Background: an optimization exercise with open tools, aiming at small area and a short achievable clock period. Do not read the settings as production practice. No run shown here included a check of the RTL's function; only the layout flow was run.

==> flow/design.v (outline; a module is shown in full before it is edited, if it fits) <==
// module costas: 9476 lines
module costas #
    (
        parameter integer C_S00_AXIS_TDATA_WIDTH    = 32,
        parameter integer C_M00_AXIS_TDATA_WIDTH    = 32
    )
    (
        input  wire                          s00_axis_aclk,
        input  wire                          s00_axis_aresetn,
        input  wire                          s00_axis_tlast,
        input  wire                          s00_axis_tvalid,
        input  wire [C_S00_AXIS_TDATA_WIDTH-1 : 0] s00_axis_tdata,
        input  wire [(C_S00_AXIS_TDATA_WIDTH/8)-1: 0] s00_axis_tstrb,
        output reg                           s00_axis_tready,
        input  wire                          m00_axis_aclk,
        input  wire                          m00_axis_aresetn,
        input  wire                          m00_axis_tready,
        output reg                           m00_axis_tvalid,
        output reg                           m00_axis_tlast,
        output reg [C_M00_AXIS_TDATA_WIDTH-1 : 0] m00_axis_tdata,
        output reg [(C_M00_AXIS_TDATA_WIDTH/8)-1: 0] m00_axis_tstrb
    );
  // ...
==> flow/flow/run.sh <==
#!/bin/bash
# Own layout flow: the standard ORFS flow (standard.sh) with these changes in
# how the layout is made (the clock, its period and the I/O constraints stay
# the standard flow's constraint.sdc):
#  - synthesis is synth_recipe.tcl with Yosys's generic "abc -fast" skipped
#    (synth -noabc), so extract_fa sees the design's own adder structure; the
#    rest of the script (fsm/share skipped, flatten, renames) is unchanged;
#  - port buffers are plain buffers (buf_4) rather than delay cells, so the
#    combinational m00_axis_tready -> s00_axis_tready path stays short;
#  - ABC maps for a 6 ns delay target, and timing repair aims for the period
#    the design can reach (setup margin) rather than only the 14.5 ns clock.
# Every tool's output is in orfs/logs/ (one log per step); make's own output is
# in flow_make.log.
set -euo pipefail
sed '1s/-noshare/-noshare -noabc/' synth_recipe.tcl > flow_synth.tcl
sed "s#SYNTH_SCRIPT=[^ ]*synth_recipe.tcl#SYNTH_SCRIPT=$PWD/flow_synth.tcl#" standard.sh > flow_standard.sh
grep -q "SYNTH_SCRIPT=$PWD/flow_synth.tcl" flow_standard.sh
export BUFFER_PORTS_ARGS="-buffer_cell sky130_fd_sc_hd__buf_4"
export ABC_CLOCK_PERIOD_IN_PS=${ABC_CLOCK_PERIOD_IN_PS:-6000}
export SETUP_SLACK_MARGIN=${SETUP_SLACK_MARGIN:-8.45}
# clock tree: larger sink clusters, clkbuf_8 buffers, no dummy loads
export CTS_ARGS="-sink_clustering_enable -repair_clock_nets -dont_use_dummy_load -sink_clustering_size 30 -buf_list sky130_fd_sc_hd__clkbuf_8"

bash flow_standard.sh > flow_make.log 2>&1
==> flow/standard.sh <==
#!/bin/bash
# synth_recipe.tcl (not shown) runs the flow's synth.tcl, then flattens the netlist and writes it again
# the make line also repeats each setting of config.mk as NAME=value (left out here)
make -C /OpenROAD-flow-scripts/flow DESIGN_CONFIG=/design/flow/config.mk WORK_HOME=/design/flow/orfs CLKGATE_MAP_FILE= SYNTH_SCRIPT=/design/flow/synth_recipe.tcl "${@:-finish}"
==> flow/config.mk <==
export PLATFORM = sky130hd
export DESIGN_NAME = costas
export DESIGN_NICKNAME = costas
export VERILOG_FILES = /design/flow/design.v
export SDC_FILE = /design/flow/constraint.sdc
export NUM_CORES = 4
export LEC_CHECK = 0
export CAP_MARGIN = 20
export CORE_MARGIN = 2
export CORE_UTILIZATION = 55
export SLEW_MARGIN = 20
==> flow/constraint.sdc <==
create_clock -name core_clock -period 14.5 [get_ports {s00_axis_aclk}]
set_input_delay 2.9000 -clock core_clock [delete_from_list [all_inputs] [get_ports {s00_axis_aclk}]]
set_output_delay 2.9000 -clock core_clock [all_outputs]
set_load 0.01 [all_outputs]
==> notes.md, run 1 <==
- Overflow left after global routing: 0
- Placed cell areas: 104,000 sq um
- Root buf cell: clkbuf_8
- Final-stage net count: 12,000
- Wl on met1: 97,300 um
- Final worst slack: 8460 ps
- RSZ-0062 raised after global routing: no
- EDFF count, synth: 0
- Setup TNS: 0 ps
- Seq cells: 1,385
- Layout cells sized above 1: 0.0537
- Port bufs: 79
- Post-place setup slack: 7570 ps
- Core area: 183,000 sq um
- Total setup buffers inserted after CTS: 1
- Dominant cell type by area after synthesis: dfxtp_1
- Non-clock buffers, area share: 0.0123
- Largest cells by area after synthesis: dfxtp_1 (28%), fa_1 (17%), ha_1 (14%), xor2_1 (8.0%), xnor2_1 (7.8%)
- Clk latency of the worst-skew pair: 980 ps
- Mux cell area share after synthesis: 0.00777
- Hold Worst Slack: 300 ps
- Status: finished clean
- Post-Place Cells: 12,100
- Routability Congestion: 0.885
- CP Max Fanout: 2
- Setup crit end: s00_axis_tready
- R2R Setup Slk: 8760 ps
==> inputs of run 2 (changes only) <==
--- a/flow/config.mk
+++ b/flow/config.mk
@@ -5,6 +5,7 @@
 export SDC_FILE = /design/flow/constraint.sdc
 export NUM_CORES = 4
 export LEC_CHECK = 0
+export ABC_AREA = 1
 export CAP_MARGIN = 20
 export CORE_MARGIN = 2
 export CORE_UTILIZATION = 55
==> run 2 against run 1 <==
- still clean
- critical path depth is the same
- cell count grew 14%
- flip-flop and latch count is the same
- register-to-register slack gained 210 ps
- non-clock buffer count shrank 29
- highest routed layer unchanged
==> notes.md, run 2 <==
- Max FFs per register: 68
- Layout fillers: 16,800
- CP Max Fanout: 2 (unchanged)
- Pre-Repair DR Iteration Count: 7
- Placed cell areas: 106,000 sq um (+2.1%)
- HPWL after DPL: 212,000 um
- DIE HEIGHT: 436 um
- Seq cells post-synth: 1,385
- Tmin final: 6040 ps
- Setup TNS: 0 ps (unchanged)
- Fin util: 0.588
- Post-place setup slack: 8460 ps (+888 ps)
- Fin crit share: 0.417
- Highest-delay cell along the critical path: buf_4
- Final Hold Viols: 0
- Final-stage net count: 13,600 (+14%)
- Final worst slack: 8460 ps (-1.87 ps)
- Slew Viols, Final: 0
- Clock Sinks: 1,385
- Post-route cell area: 109,000 sq um
- Routed WL: 257,000 um
- Global-route wire length before repair: 412,000 um
- Post-synth ARST share: 0
- Die area: 190,000 sq um
- Vias in the first global route: 76,400
- Fmax: 0.165 GHz
- Overflow left after global routing: 0 (unchanged)
- Cell Chain, Critical Path: buf_4 > buf_4
- Initial antenna violation count: 2
- Routability Congestion: 0.917 (+3.6%)
- Clk latency of the worst-skew pair: 980 ps (about the same)
- Top_reg_cell synth: dfxtp_1
- Relative slew slack: 0.297
- Die W: 436 um
- Pin count of the biggest net entering global routing: 64
- Area grow syn2layout: 6.15%
- R2R cell count: 15
- WL per Instance: 18.3 um
- WP data required: 11,600 ps
- CP most frequent cell: buf_4
- Most frequent cells in the layout: nand2_1 (2,290), dfxtp_1 (1,367), xor2_1 (1,185)
- Worst endpoint data arrival time: 3140 ps
- Total Routing Usage GR: 0.272
- Crit path capture type: output pin
- Crit path launch: m00_axis_tready
- IO Count: 82
- HP Start: l[15]
- Register area share after synthesis: 0.270
- Post-synth top area share: 0.270
- Core area: 185,000 sq um (+1.5%)
- Total setup buffers inserted after CTS: 0 (-1)
- Antenna Nets Post-Route: 0
- CP Depth: 2
- CTS buffer count: 234
- Port bufs: 79 (unchanged)
- Netlist cell types: 68
- Largest cells by area after synthesis: dfxtp_1 (27%), fa_1 (17%), ha_1 (13%), xor2_1 (10%), nand2_1 (8.4%)
- Worst hold stages: 0
- Slew @ Worst Pin: 1050 ps
- Worst Setup Start Kind: primary input
- Routed vias/inst: 5.34
- Critical path type: in2out
- Syn_nets: 13,500
- RSZ-0062 raised after global routing: no
- Launch point of the worst reg-to-reg path: c_a3
- Root buf cell: clkbuf_8
- Vias after detailed routing: 75,000
- TritonCTS clock tree: done
- Worst-path clk slew: 50 ps
- Cell family with the largest share of critical-path delay: buffers and inverters
- Leading post-synthesis cells by instance count: nand2_1 (2,290), dfxtp_1 (1,385), xor2_1 (1,185)
- Initial Utilization: 0.554
- Max-capacitance violation count: 0
- Worst hold path type: reg2reg
- Most common cell in the netlist: nand2_1
- Iteration-0 DRC Markers: 4,344
- Mapped Cells: 11,400
- Most flops, register: sb
- Dominant cell type by area after synthesis: dfxtp_1
- YS warnings: 4
- H-tree levels: 4
- Remaining DRCs: 0
- EDFF count, synth: 0 (unchanged)
- Commonest non-fill, non-tap cell in the layout: nand2_1
- Clock Skew: 105 ps
- Num rows: 158
- Clock Path Buffers: 3
- Syn Area/Cell: 8.97 sq um
- PostCTS Resize Cnt: 0
- WP buf/inv: 2
- Hold buffers post-CTS: 0
- Layout cells sized above 1: 0.0516 (-0.00206)
- Setup violators final: 0
- Status: finished clean
- Max incr delay on CP: 130 ps
- Cell area after synthesis: 103,000 sq um
run 2: cell count changes after synthesis, sizes merged, moves of 261 or more:
cell   change
a21o     -261
inv      +659
nand2   +1747
nand3    +308
xnor2    -418
xor2     +263
run 2: routing by layer:
layer	routed length, um	vias up	GRT usage
li1	-	37200	-
met3	10300	415	0.0357
met2	129000	1474	0.483
met5	0	-	0
met4	8400	0	0.0894
met1	110000	35900	0.341
run 2: cell type report:
type | instances | area [sq um] | area share
multi-input cells | 8707 | 69700 | 0.640
flip-flops and latches | 1385 | 27800 | 0.255
repair buffers | 120 | 901 | 0.00827
diodes | 2 | 5.00 | 0.0000459
inverters | 1133 | 4260 | 0.0391
well taps | 2480 | 3100 | 0.0285
clock buffers | 234 | 3220 | 0.0296
run 2: worst paths after layout:
check                                  endpoint  slack [ps]
worst max-delay path            s00_axis_tready        8460
worst max register to register          px2[24]        8970
worst min-delay path                      l[16]         280
worst min register to register            l[16]         280
run 2: cell families (layout without fill, tap and decap cells):
family,count (synthesis),in the layout,share of synthesized area
and+or+nand+nor,3684,3684,0.152
xor gates and xnor gates,1666,1666,0.143
AOI/OAI and AO/OA,1373,1373,0.0775
DFF,1385,1385,0.270
buffers and inverters,1349,1487,0.0509
adders and majority gates,1984,1984,0.306
other,0,2,0
run 2: stage by stage:
stage | instances | hold WS (ps)
after CTS | 14100 | 289
after global placement | 13800 | 310
final | 14100 | 284
after global routing | 14100 | 296
after floorplan | 11400 | 310
after detailed placement | 13800 | 312
==> inputs of run 3 (changes only) <==
==> flow/flow/run.sh (replaced) <==
#!/bin/bash
# Own layout flow: the standard ORFS flow (standard.sh) with these changes in
# how the layout is made (the clock, its period and the I/O constraints stay
# the standard flow's constraint.sdc):
#  - synthesis is synth_recipe.tcl with Yosys's generic "abc -fast" skipped
#    (synth -noabc), so extract_fa sees the design's own adder structure; the
#    rest of the script (fsm/share skipped, flatten, renames) is unchanged;
#  - port buffers are clkbuf_2 cells rather than delay cells, so the
#    combinational m00_axis_tready -> s00_axis_tready path stays short;
#  - ABC maps for a 6 ns delay target, and timing repair aims for the period
#    the design can reach (setup margin) rather than only the 14.5 ns clock.
# Every tool's output is in orfs/logs/ (one log per step); make's own output is
# in flow_make.log.
set -euo pipefail
sed '1s/-noshare/-noshare -noabc/' synth_recipe.tcl > flow_synth.tcl
sed "s#SYNTH_SCRIPT=[^ ]*synth_recipe.tcl#SYNTH_SCRIPT=$PWD/flow_synth.tcl#" standard.sh > flow_standard.sh
grep -q "SYNTH_SCRIPT=$PWD/flow_synth.tcl" flow_standard.sh
export BUFFER_PORTS_ARGS="-buffer_cell sky130_fd_sc_hd__clkbuf_2"
export ABC_CLOCK_PERIOD_IN_PS=${ABC_CLOCK_PERIOD_IN_PS:-6000}
export SETUP_SLACK_MARGIN=${SETUP_SLACK_MARGIN:-8.45}
# clock tree: larger sink clusters, clkbuf_8 buffers, no dummy loads
export CTS_ARGS="-sink_clustering_enable -repair_clock_nets -dont_use_dummy_load -sink_clustering_size 20 -sink_clustering_max_diameter 80 -buf_list sky130_fd_sc_hd__clkbuf_8"

bash flow_standard.sh > flow_make.log 2>&1
--- a/flow/config.mk
+++ b/flow/config.mk
@@ -5,7 +5,6 @@
 export SDC_FILE = /design/flow/constraint.sdc
 export NUM_CORES = 4
 export LEC_CHECK = 0
-export ABC_AREA = 1
 export CAP_MARGIN = 20
 export CORE_MARGIN = 2
 export CORE_UTILIZATION = 55
==> run 3 against run 2 <==
- still clean
- first-iteration DRC count down 34%
- global-route usage fell by 2.4 points
- wire length decreased by 10%
- worst setup slack improved by 44 ps
- non-clock buffer count increased by 29
- die area fell by 1.8%
- cell count down 13%
- flip-flop and latch count unchanged
- critical path type unchanged
- critical endpoint unchanged
- largest cell class unchanged
==> notes.md, run 3 <==
- Status: finished clean
- Fin crit share: 0.414 (-0.00303)
- Slew @ Worst Pin: 1080 ps (+28.6 ps)
- Max FFs per register: 68 (unchanged)
- Cell area after synthesis: 101,000 sq um (-1.8%)
- Most common cell in the netlist: dfxtp_1
- Global-route wire length before repair: 372,000 um (-9.9%)
- Clock Skew: 91.5 ps (-13.4 ps)
- Met1 global-route usage: 0.303 (-0.0384)
- Routed WL: 231,000 um (-10%)
- Commonest non-fill, non-tap cell in the layout: dfxtp_1
- Storage element area: 27,800 sq um (about the same)
- IO Count: 82 (unchanged)
- Clk latency of the worst-skew pair: 850 ps (-130 ps)
- Initial antenna violation count: 1 (-1)
- Pin count of the biggest net entering global routing: 91 (+42%)
- Top_reg_cell synth: dfxtp_1
- Area grow syn2layout: 4.27%
- Worst endpoint data arrival time: 3100 ps (-40 ps)
- Clock Path Buffers: 3 (unchanged)
- Netlist cell types: 102 (+50%)
- RSZ-0062 raised after global routing: yes
- Tmin final: 6000 ps (-43.9 ps)
- CP Depth: 2 (unchanged)
- WP data required: 11,600 ps (about the same)
- DIE HEIGHT: 432 um (-0.89%)
- Worst hold path type: reg2reg
- Layout cells sized above 1: 0.0402 (-0.0115)
- Max incr delay on CP: 120 ps (about the same)
- Register area share after synthesis: 0.275 (+0.00491)
- Layout fillers: 16,000 (-4.8%)
- Worst Setup Start Kind: primary input
- CP Max Fanout: 2 (unchanged)
- HPWL after DPL: 188,000 um (-11%)
- Remaining DRCs: 0 (unchanged)
- Cell family with the largest share of critical-path delay: buffers and inverters
- WL per Instance: 18.9 um (+3.3%)
- Routability Congestion: 0.869 (-5.3%)
- Relative slew slack: 0.277 (-0.0191)
- EDFF count, synth: 0 (unchanged)
- Met2 GRT Util: 0.460 (-0.0225)
- Clock Sinks: 1,385 (unchanged)
- Hold buffers post-CTS: 0 (unchanged)
- Vias in the first global route: 69,200 (-9.5%)
- Final-stage net count: 11,800 (-13%)
- Core area: 183,000 sq um (-1.5%)
- Largest cells by area after synthesis: dfxtp_1 (28%), fa_1 (17%), ha_1 (14%), xor2_1 (8.0%), xnor2_1 (7.8%)
- Worst hold stages: 0 (unchanged)
- Vias after detailed routing: 67,400 (-10%)
- Syn Area/Cell: 10.2 sq um (+13%)
- Grt met3 use: 0.0220 (-0.0136)
- Max-capacitance violation count: 0 (unchanged)
- Cell Chain, Critical Path: clkbuf_2 > clkbuf_2
- Iteration-0 DRC Markers: 2,884 (-34%)
- Final Hold Viols: 0 (unchanged)
- Root buf cell: clkbuf_8
- Port bufs: 79 (unchanged)
- Setup TNS: 0 ps (unchanged)
- Critical path type: in2out
- Setup violators final: 0 (unchanged)
- Busiest layer in global routing: met2
- Pre-Repair DR Iteration Count: 8 (+1)
- Initial Utilization: 0.552 (-0.00172)
- WP buf/inv: 2 (unchanged)
- Post-synth top area share: 0.275 (+0.00491)
- Num rows: 157 (-0.63%)
- Overflow left after global routing: 0 (unchanged)
- Most frequent cells in the layout: dfxtp_1 (1,365), ha_1 (1,104), xor2_1 (924)
- Crit path capture type: output pin
- Fmax: 0.167 GHz (+0.73%)
- Seq cells post-synth: 1,385 (unchanged)
- Die area: 187,000 sq um (-1.8%)
- Most flops, register: sb
- Total Routing Usage GR: 0.248 (-0.0242)
- Final worst slack: 8500 ps (+43.9 ps)
- Highest-delay cell along the critical path: clkbuf_2
- YS warnings: 4 (unchanged)
- Syn_nets: 11,900 (-11%)
- Post-synth ARST share: 0 (unchanged)
- Area of the multi-input gates: 70,100 sq um (+0.58%)
- Routed vias/inst: 5.53 (+3.6%)
- H-tree levels: 3 (-1)
- R2R cell count: 20 (+5)
- Leading post-synthesis cells by instance count: dfxtp_1 (1,385), ha_1 (1,104), xor2_1 (925)
- Dominant cell type by area after synthesis: dfxtp_1
- CP most frequent cell: clkbuf_2
- Worst-path clk slew: 120 ps (+70 ps)
- CTS buffer count: 102 (-56%)
- Antenna Nets Post-Route: 0 (unchanged)
- Mapped Cells: 9,913 (-13%)
- Post-place setup slack: 7450 ps (-1010 ps)
- Slew Viols, Final: 0 (unchanged)
- Die W: 432 um (-0.89%)
- TritonCTS clock tree: done
[run 3: changes by cell type in the layout (fill, tap and decap cells not counted), moves of 116 or more]
cell	previous run	this run
a21o_1	66	326
clkbuf_8	234	102
inv_1	1093	466
nand2_1	2290	575
nand3_1	478	173
nor2b_1	0	116
xnor2_1	473	896
xor2_1	1185	924
[run 3: timing repair]
action                                 4_1_cts  5_1_grt
cloned                                       0        2
gates resized for setup                     22       38
setup endpoints to repair                   38       51
endpoints found under the hold margin        0        0
buffers inserted                             0        4
pin swaps                                    0        1
[run 3: area by class of cell]
class | count | area share
diodes | 1 | 0.0000238
clock buffers | 102 | 0.0134
inverters | 467 | 0.0167
multi-input cells | 7703 | 0.667
flip-flops and latches | 1385 | 0.264
well taps | 2385 | 0.0284
repair buffers | 149 | 0.0104
[run 3: logic make-up after synthesis]
family,synth area share
AO/OA/AOI/OAI,0.115
XOR/XNOR,0.158
adder cells (fa/ha/maj),0.314
buffers and inverters,0.0310
flip-flops,0.275
multiplexers,0.00777
AND/OR/NAND/NOR,0.0988
[run 3: worst paths after layout]
check             slack (ps)              end            start
setup / recovery        8500  s00_axis_tready  m00_axis_tready
hold / removal           300        sb[16][1]        sb[15][1]
setup reg to reg        8650         px11[31]             rd10
hold reg to reg          300        sb[16][1]        sb[15][1]
[run 3: through the flow]
stage	hold WS [ps]	utilization	cell area [sq um]	cells
after global routing	333	0.575	105000	12200
after global placement	310	0.566	103000	12100
after detailed placement	312	0.566	103000	12100
after floorplan	310	-	101000	9913
after CTS	298	0.574	105000	12200
final	297	0.575	105000	12200
[run 3: layer usage]
| metal | routed length (um) | up-vias | part of all wire |
|---|---|---|---|
| li1 | - | 33400 | - |
| met1 | 97100 | 32800 | 0.42 |
| met2 | 121000 | 857 | 0.52 |
| met3 | 5400 | 309 | 0.023 |
| met4 | 7540 | 0 | 0.033 |
| met5 | 0 | - | 0 |
==> inputs of run 4 (changes only) <==
--- a/flow/flow/run.sh
+++ b/flow/flow/run.sh
@@ -19,6 +19,6 @@
 export ABC_CLOCK_PERIOD_IN_PS=${ABC_CLOCK_PERIOD_IN_PS:-6000}
 export SETUP_SLACK_MARGIN=${SETUP_SLACK_MARGIN:-8.45}
 # clock tree: larger sink clusters, clkbuf_8 buffers, no dummy loads
-export CTS_ARGS="-sink_clustering_enable -repair_clock_nets -dont_use_dummy_load -sink_clustering_size 20 -sink_clustering_max_diameter 80 -buf_list sky130_fd_sc_hd__clkbuf_8"
+export CTS_ARGS="-sink_clustering_enable -repair_clock_nets -dont_use_dummy_load -sink_clustering_size 30 -sink_clustering_max_diameter 80 -buf_list sky130_fd_sc_hd__clkbuf_16"
 
 bash flow_standard.sh > flow_make.log 2>&1
==> run 4 against run 3 <==
- still clean on timing, DRC and antenna
- worst hold slack lost 27 ps
- die area did not move
- synthesized cell count did not move
- register-to-register slack better by 30 ps
- sequential share of layout area down 0.28 points
- cell count about the same
- critical path type unchanged
==> notes.md, run 4 <==
- Highest-delay cell along the critical path: clkbuf_2
- WP data required: 11,600 ps (about the same)
- Launch point of the worst reg-to-reg path: c_fold
- WP buf/inv: 2 (unchanged)
- Register area share after synthesis: 0.275 (unchanged)
- Dominant cell type by area after synthesis: dfxtp_1
- Slew Viols, Final: 0 (unchanged)
- Num rows: 157 (unchanged)
- Area grow syn2layout: 5.41%
- Cell Chain, Critical Path: clkbuf_2 > clkbuf_2
- Pre-Repair DR Iteration Count: 5 (-3)
- CP Depth: 2 (unchanged)
- Worst hold path type: reg2reg
- Initial Utilization: 0.552 (unchanged)
- R2R cell count: 16 (-20%)
- Worst endpoint data arrival time: 3100 ps (about the same)
- Root buf cell: clkbuf_16
- Layout fillers: 15,800 (-0.73%)
- CTS buffer count: 98 (-3.9%)
- Core area: 183,000 sq um (unchanged)
- Clock Sinks: 1,385 (unchanged)
- Cell area after synthesis: 101,000 sq um (unchanged)
- Initial antenna violation count: 0 (-1)
- Most common cell in the netlist: dfxtp_1
- Crit path capture type: output pin
- Relative slew slack: 0.287 (+0.00945)
- DIE HEIGHT: 432 um (unchanged)
- Remaining DRCs: 0 (unchanged)
- Hold Worst Slack: 270 ps (-27.2 ps)
- Post-route cell area: 106,000 sq um (+1.1%)
- Mapped Cells: 9,913 (unchanged)
- Antenna Nets Post-Route: 0 (unchanged)
- Total Routing Usage GR: 0.248 (+0.000359)
- Placed cell areas: 103,000 sq um (unchanged)
- Fmax: 0.167 GHz (unchanged)
- YS warnings: 4 (unchanged)
- Fin crit share: 0.414 (unchanged)
- Top_reg_cell synth: dfxtp_1
- Post-Place Cells: 12,100 (unchanged)
- IO Count: 82 (unchanged)
- Iteration-0 DRC Markers: 2,898 (+0.49%)
- Seq cells post-synth: 1,385 (unchanged)
- Post-synth ARST share: 0 (unchanged)
- Final-stage net count: 11,800 (+0.017%)
- Overflow left after global routing: 0 (unchanged)
- EDFF count, synth: 0 (unchanged)
- Clk latency of the worst-skew pair: 760 ps (-90 ps)
- Crit path launch: m00_axis_tready
- CP most frequent cell: clkbuf_2
- Tmin final: 6000 ps (unchanged)
- Routability Congestion: 0.869 (unchanged)
- Port bufs: 79 (unchanged)
- Largest cells by area after synthesis: dfxtp_1 (28%), fa_1 (17%), ha_1 (14%), xor2_1 (8.0%), xnor2_1 (7.8%)
- Routed WL: 231,000 um (+0.24%)
- Layout Cells excl Fill: 12,200 (+0.0082%)
- Max incr delay on CP: 120 ps (about the same)
- RSZ-0062 raised after global routing: yes
- Final Hold Viols: 0 (unchanged)
- Ant diodes: 0 (-1)
- CP Max Fanout: 2 (unchanged)
- Critical path type: in2out
- Max FFs per register: 68 (unchanged)
- Slew @ Worst Pin: 1060 ps (-23.9 ps)
- Leading post-synthesis cells by instance count: dfxtp_1 (1,385), ha_1 (1,104), xor2_1 (925)
- Worst-path clk slew: 110 ps (about the same)
- Routed vias/inst: 5.54 (+0.20%)
- Vias after detailed routing: 67,500 (+0.21%)
- H-tree levels: 3 (unchanged)
- Die area: 187,000 sq um (unchanged)
- Netlist cell types: 102 (unchanged)
- R2r endpoint: px2[31]
- Hold buffers post-CTS: 0 (unchanged)
- Global-route wire length before repair: 372,000 um (+0.14%)
- TritonCTS clock tree: done
- Setup violators final: 0 (unchanged)
- Clock Path Buffers: 3 (unchanged)
- R2R Setup Slk: 8680 ps (+30 ps)
- Commonest non-fill, non-tap cell in the layout: dfxtp_1
- Setup crit end: s00_axis_tready
- Most flops, register: sb
- Syn_nets: 11,900 (unchanged)
- Post-synth top area share: 0.275 (unchanged)
- Setup TNS: 0 ps (unchanged)
- Max-capacitance violation count: 0 (unchanged)
- WL per Instance: 19.0 um (+0.23%)
- Pin count of the biggest net entering global routing: 91 (unchanged)
- Clock Skew: 83.6 ps (-7.97 ps)
- Most frequent cells in the layout: dfxtp_1 (1,365), ha_1 (1,104), xor2_1 (924)
- Status: finished clean
- HPWL after DPL: 188,000 um (unchanged)
- Layout cells sized above 1: 0.0407 (+0.000502)
- Die W: 432 um (unchanged)
- Cell family with the largest share of critical-path delay: buffers and inverters
- Syn Area/Cell: 10.2 sq um (unchanged)
- Worst Setup Start Kind: primary input
- Vias in the first global route: 69,200 (+0.059%)
==> run 4: cell counts after synthesis <==
No cell type changed its count.
==> run 4: repair_timing <==
item / in CTS / in global routing
gates resized for setup: 22 / 38
setup buffers: 0 / 8
pin swaps: 0 / 4
gates cloned: 1 / 3
hold endpoints to repair: 0 / 0
setup endpoints to repair: 39 / 51
==> run 4: worst min path at each step <==
stage | startpoint | endpoint | slack, ps | cells after the start
global placement | sb[1][1] | sb[2][1] | 310 | 0
floorplan | l[9] | l[10] | 310 | 0
finish | sb[15][1] | sb[16][1] | 270 | 0
CTS | sb[15][1] | sb[16][1] | 270 | 0
global route | sb[5][2] | sb[6][2] | 290 | 0
detailed placement | sb[12][1] | sb[13][1] | 310 | 0
==> run 4: through the flow <==
step	utilization	setup WS, ps
2_1_floorplan	-	8420
3_3_place_gp	0.566	7570
3_5_place_dp	0.566	7450
4_1_cts	0.580	8450
5_1_grt	0.582	8320
6_report	0.582	8500
==> run 4: logic make-up (layout without fill, tap and decap cells) <==
logic type	Yosys count	count (layout)	synth area share
compound gates	1753	1753	0.115
xor+xnor	1821	1821	0.158
fa+ha+maj	2005	2005	0.314
buf+inv	825	720	0.0310
flops	1385	1385	0.275
mux	77	77	0.00777
simple gates	2047	2047	0.0988
==> run 4: final cells by class <==
class | instances | area (sq um) | area share
clock buffer | 98 | 2450 | 0.0231
inverter | 467 | 1750 | 0.0165
multi-input combinational | 7703 | 70100 | 0.660
sequential | 1385 | 27800 | 0.261
tap | 2385 | 2980 | 0.0281
timing repair buffer | 155 | 1170 | 0.0110
==> run 4: layer usage <==
metal / part of all wire / GRT usage / routed length, um / vias up
met3: 0.024 / 0.0215 / 5620 / 311
li1: - / - / - / 33400
met5: 0 / 0 / 0 / -
met2: 0.52 / 0.461 / 121000 / 892
met1: 0.42 / 0.302 / 96900 / 32900
met4: 0.033 / 0.0761 / 7660 / 0

## re-timing with driven ports
The flow's constraints put no driver on any port. The routed layouts listed below were extracted and timed again, unchanged, in two steps. Step 1, drivers: a clkbuf_16 drives s00_axis_aclk and a buf_2 each remaining input, both assumed. Step 2 also shifts input and output timing later by t, the mid clock arrival at the registers, as if the neighbouring blocks saw the same clock. Slacks: no drivers / after step 1 / after step 2; pairs: no drivers / after step 1.
run	t, ns	setup slack, ns	hold slack, ns	worst data-port slew with drivers (ns)	pins driven straight from the clock port
run 1	1.019	8.458 / 8.435 / 8.435	0.300 / 0.300 / 0.300	0.04	1
run 2	1.013	8.456 / 8.434 / 8.434	0.284 / 0.283 / 0.283	0.04	1
run 3	0.895	8.500 / 8.475 / 8.475	0.297 / 0.297 / 0.297	0.04	1
run 4	0.791	8.500 / 8.475 / 8.475	0.270 / 0.270 / 0.270	0.04	1
After both steps every run listed still meets setup and hold.
